Source: an optimization exercise on an open RTL-to-GDS flow (aim: small area). Production flows keep margins and buffers that such runs may drop. The RTL was checked by simulation tests, not by an equivalence proof against the original design.

==> run G <==
==> flow/design.v (excerpt) <==
module dds_core (
    input   wire        clk,         
    input   wire        rst_n,       
    input   wire        btn,         
    output  wire [11:0] dac_out,     
    output  wire [2:0]  mode         
);
==> module Oscillator, before the edit <==
module Oscillator (
    input   wire        Fg_CLK,
    input   wire        Fg_RESETn,
    input   wire        DDSEnable,
    input   wire        DDSReady,
    input   wire [31:0] init_1,
    input   wire [31:0] r_out,       
    output  wire [31:0] out_1,
    output  wire [31:0] out_2
);
    reg [31:0] r_out_1;
    reg [31:0] r_out_2;
    assign out_1 = r_out_1;
    assign out_2 = r_out_2;
    always @(posedge Fg_CLK or negedge Fg_RESETn) begin
        if (~Fg_RESETn) begin
            r_out_1 <= 32'd0;
            r_out_2 <= 32'd0;
        end else begin
            if (DDSReady | DDSEnable)
                r_out_1 <= r_out | ({32{DDSReady}} & init_1);
            if (DDSReady | DDSEnable)
                r_out_2 <= r_out_1;
        end
    end
endmodule
==> module SamplingCtrl, before the edit <==
module SamplingCtrl (
    input   wire        Fg_CLK,
    input   wire  [2:0] oIntBtn,
    input   wire        Fg_RESETn,
    output  wire        DDSEnable,
    output  wire        DDSReady,
    output  wire  [2:0] DDSMode,
    output  wire  [2:0] DDSModeD     
);
    reg [2:0]  rDDSMode;
    reg        rModeChg;     
    reg [13:0] rCnt;
    reg        rDDSEnable;
    reg        rPulse_In;
    reg [6:0]  rCnt_Ready;
    wire btn_ev = |oIntBtn;
    wire mode_step = (btn_ev && rDDSMode == 3'd0) || (rDDSEnable && rPulse_In);
    wire [2:0] rModeD = !rModeChg ? rDDSMode : (rDDSMode == 3'd0) ? 3'd4 : rDDSMode - 3'd1;
    reg [13:0] rValue;
    always @(*) begin
        case (rModeD)
            3'd1:    rValue = 14'd9;
            3'd2:    rValue = 14'd99;
            3'd3:    rValue = 14'd999;
            3'd4:    rValue = 14'd9999;
            default: rValue = 14'd0;
        endcase
    end
    assign DDSMode   = rDDSMode;
    assign DDSModeD  = rModeD;
    assign DDSEnable = rDDSEnable;
    always @(posedge Fg_CLK or negedge Fg_RESETn) begin
        if (~Fg_RESETn) begin
            rCnt       <= 14'd0;
            rModeChg   <= 1'b0;
            rDDSEnable <= 1'b0;
            rDDSMode   <= 3'd0;
            rPulse_In  <= 1'b0;
        end else begin
            rCnt       <= (rValue == 14'd0 || rCnt == rValue) ? 14'd0 : rCnt + 14'd1;
            rModeChg   <= mode_step;
            rDDSEnable <= (rCnt == rValue);
            if (mode_step)
                rDDSMode <= (rDDSMode < 3'd4) ? rDDSMode + 3'd1 : 3'd0;
            if (btn_ev)
                rPulse_In <= 1'b1;
            else if (rDDSEnable)
                rPulse_In <= 1'b0;
        end
    end
    assign DDSReady = (rCnt_Ready == 7'd81);
    always @(posedge Fg_CLK or negedge Fg_RESETn) begin
        if (~Fg_RESETn)
            rCnt_Ready <= 7'd0;
        else if (rCnt_Ready != 7'd82)
            rCnt_Ready <= rCnt_Ready + 7'd1;
    end
endmodule
Settings: LEC_CHECK=0, CAP_MARGIN=20, CORE_MARGIN=2, CORE_UTILIZATION=40, CTS_BUF_LIST=sky130_fd_sc_hd__clkbuf_4 sky130_fd_sc_hd__clkbuf_8, CTS_CLUSTER_DIAMETER=80, CTS_CLUSTER_SIZE=40, PLACE_DENSITY=0.6, SLEW_MARGIN=20; clock period 15.0 ns.
run.sh (not shown) runs the stock make flow with config.mk's settings and CLKGATE_MAP_FILE= SYNTH_SCRIPT=/design/flow/synth_recipe.tcl, a recipe that flattens the netlist after the stock synthesis.
==> run H: changes against run G <==
--- a/flow/design.v
+++ b/flow/design.v
@@ -103,4 +103,6 @@
         end else begin
-            if (DDSReady | DDSEnable)
-                r_out_1 <= r_out | ({32{DDSReady}} & init_1);
+            if (DDSReady)
+                r_out_1 <= init_1;
+            else if (DDSEnable)
+                r_out_1 <= r_out;
             if (DDSReady | DDSEnable)
- CTS_BUF_LIST: sky130_fd_sc_hd__clkbuf_4 sky130_fd_sc_hd__clkbuf_8 -> default
- CTS_CLUSTER_DIAMETER: 80 -> default
- CTS_CLUSTER_SIZE: 40 -> default
==> run A: changes against run G <==
--- a/flow/design.v
+++ b/flow/design.v
@@ -36,3 +36,3 @@
     reg [2:0]  rDDSMode;
-    reg        rModeChg;     
+    reg [2:0]  rModeD;       
     reg [13:0] rCnt;
@@ -40,6 +40,6 @@
     reg        rPulse_In;
+    reg        begin_ready;
+    reg        rDDSReady;
     reg [6:0]  rCnt_Ready;
     wire btn_ev = |oIntBtn;
-    wire mode_step = (btn_ev && rDDSMode == 3'd0) || (rDDSEnable && rPulse_In);
-    wire [2:0] rModeD = !rModeChg ? rDDSMode : (rDDSMode == 3'd0) ? 3'd4 : rDDSMode - 3'd1;
     reg [13:0] rValue;
@@ -56,2 +56,3 @@
     assign DDSModeD  = rModeD;
+    assign DDSReady  = rDDSReady;
     assign DDSEnable = rDDSEnable;
@@ -60,3 +61,3 @@
             rCnt       <= 14'd0;
-            rModeChg   <= 1'b0;
+            rModeD     <= 3'd0;
             rDDSEnable <= 1'b0;
@@ -66,5 +67,5 @@
             rCnt       <= (rValue == 14'd0 || rCnt == rValue) ? 14'd0 : rCnt + 14'd1;
-            rModeChg   <= mode_step;
+            rModeD     <= rDDSMode;
             rDDSEnable <= (rCnt == rValue);
-            if (mode_step)
+            if ((btn_ev && rDDSMode == 3'd0) || (rDDSEnable && rPulse_In))
                 rDDSMode <= (rDDSMode < 3'd4) ? rDDSMode + 3'd1 : 3'd0;
@@ -76,8 +77,13 @@
     end
-    assign DDSReady = (rCnt_Ready == 7'd81);
     always @(posedge Fg_CLK or negedge Fg_RESETn) begin
-        if (~Fg_RESETn)
-            rCnt_Ready <= 7'd0;
-        else if (rCnt_Ready != 7'd82)
-            rCnt_Ready <= rCnt_Ready + 7'd1;
+        if (~Fg_RESETn) begin
+            begin_ready <= 1'b1;
+            rCnt_Ready  <= 7'd0;
+            rDDSReady   <= 1'b0;
+        end else begin
+            begin_ready <= (rCnt_Ready < 7'd80) && begin_ready;
+            if (begin_ready)
+                rCnt_Ready <= (rCnt_Ready < 7'd80) ? rCnt_Ready + 7'd1 : 7'd0;
+            rDDSReady <= !(rCnt_Ready < 7'd80);
+        end
     end
@@ -102,7 +108,8 @@
             r_out_2 <= 32'd0;
-        end else begin
-            if (DDSReady | DDSEnable)
-                r_out_1 <= r_out | ({32{DDSReady}} & init_1);
-            if (DDSReady | DDSEnable)
-                r_out_2 <= r_out_1;
+        end else if (DDSReady) begin
+            r_out_1 <= init_1;
+            r_out_2 <= 32'd0;
+        end else if (DDSEnable) begin
+            r_out_1 <= r_out;
+            r_out_2 <= r_out_1;
         end
- CTS_BUF_LIST: sky130_fd_sc_hd__clkbuf_4 sky130_fd_sc_hd__clkbuf_8 -> default
- CTS_CLUSTER_DIAMETER: 80 -> default
- CTS_CLUSTER_SIZE: 40 -> default
==> run Y: changes against run G <==
- CTS_CLUSTER_DIAMETER: 80 -> default
- CTS_CLUSTER_SIZE: 40 -> default
==> run summary <==
Of run Y and run H, run H has the higher register-to-register slack (gap 140 ps). Between run A and run Y, the lower synthesized cell count is in run Y (gap 5.2%, measured against run Y). Of run Y and run H, run Y has the higher via count (gap 1.0%, measured against run H). Of run G and run A, run A has the higher fmax (gap 5.9%, measured against run A). Against run G, the core utilization of run A is higher by 0.78 points.
==> figures <==
metric	run G	run A	run Y	run H
Run status	timing/DRC/antenna clean	timing/DRC/antenna clean	timing/DRC/antenna clean	timing/DRC/antenna clean
Highest Clock Rate	70.4 MHz	74.8 MHz	70.4 MHz	71.1 MHz
Final core utilization	42.7%	43.5%	42.7%	43.3%
Share of final layout cell area taken by clock buffers and inverters	1.61%	2.55%	1.61%	2.52%
Synthesized instance count	2335	2456	2335	2365
CP Data Required Time	15330 ps	15310 ps	15330 ps	15280 ps
Mapped Area	0.0210 mm2	0.0214 mm2	0.0210 mm2	0.0211 mm2
Clock slew seen by the registers of the worst setup and hold paths	100 ps	60 ps	100 ps	60 ps
Setup slack of the most critical reg-to-reg path	790 ps	1630 ps	790 ps	930 ps
Via count of the first global-routing pass	18700	19300	18700	18800
Largest net degree at the start of global routing	90	73	90	89

==> afterwards: timing with drivers on the ports <==
The flow's constraints put no driver on any port. The routed layouts listed below were extracted and timed again, unchanged, in two steps.
Step 1, drivers: a clkbuf_16 drives clk and a buf_2 each remaining input, both assumed.
Step 2 also shifts input and output timing later by t, the mid clock arrival at the registers, as if the neighbouring blocks saw the same clock.
Three values: ideal ports, drivers, drivers and shift; two values: the first two.
| run | shift t [ns] | slack for setup (ns) | hold slack, ns | worst setup path after step 2 |
|---|---|---|---|---|
| run G | 0.528 | 0.790 / 0.790 / 0.790 | 0.351 / 0.351 / 0.351 | register to register |
| run H | 0.483 | 0.929 / 0.929 / 0.929 | 0.346 / 0.346 / 0.346 | register to register |
| run A | 0.493 | 1.628 / 1.628 / 1.628 | 0.344 / 0.344 / 0.344 | register to register |
| run Y | 0.528 | 0.790 / 0.790 / 0.790 | 0.351 / 0.351 / 0.351 | register to register |
After both steps every run listed still meets setup and hold.
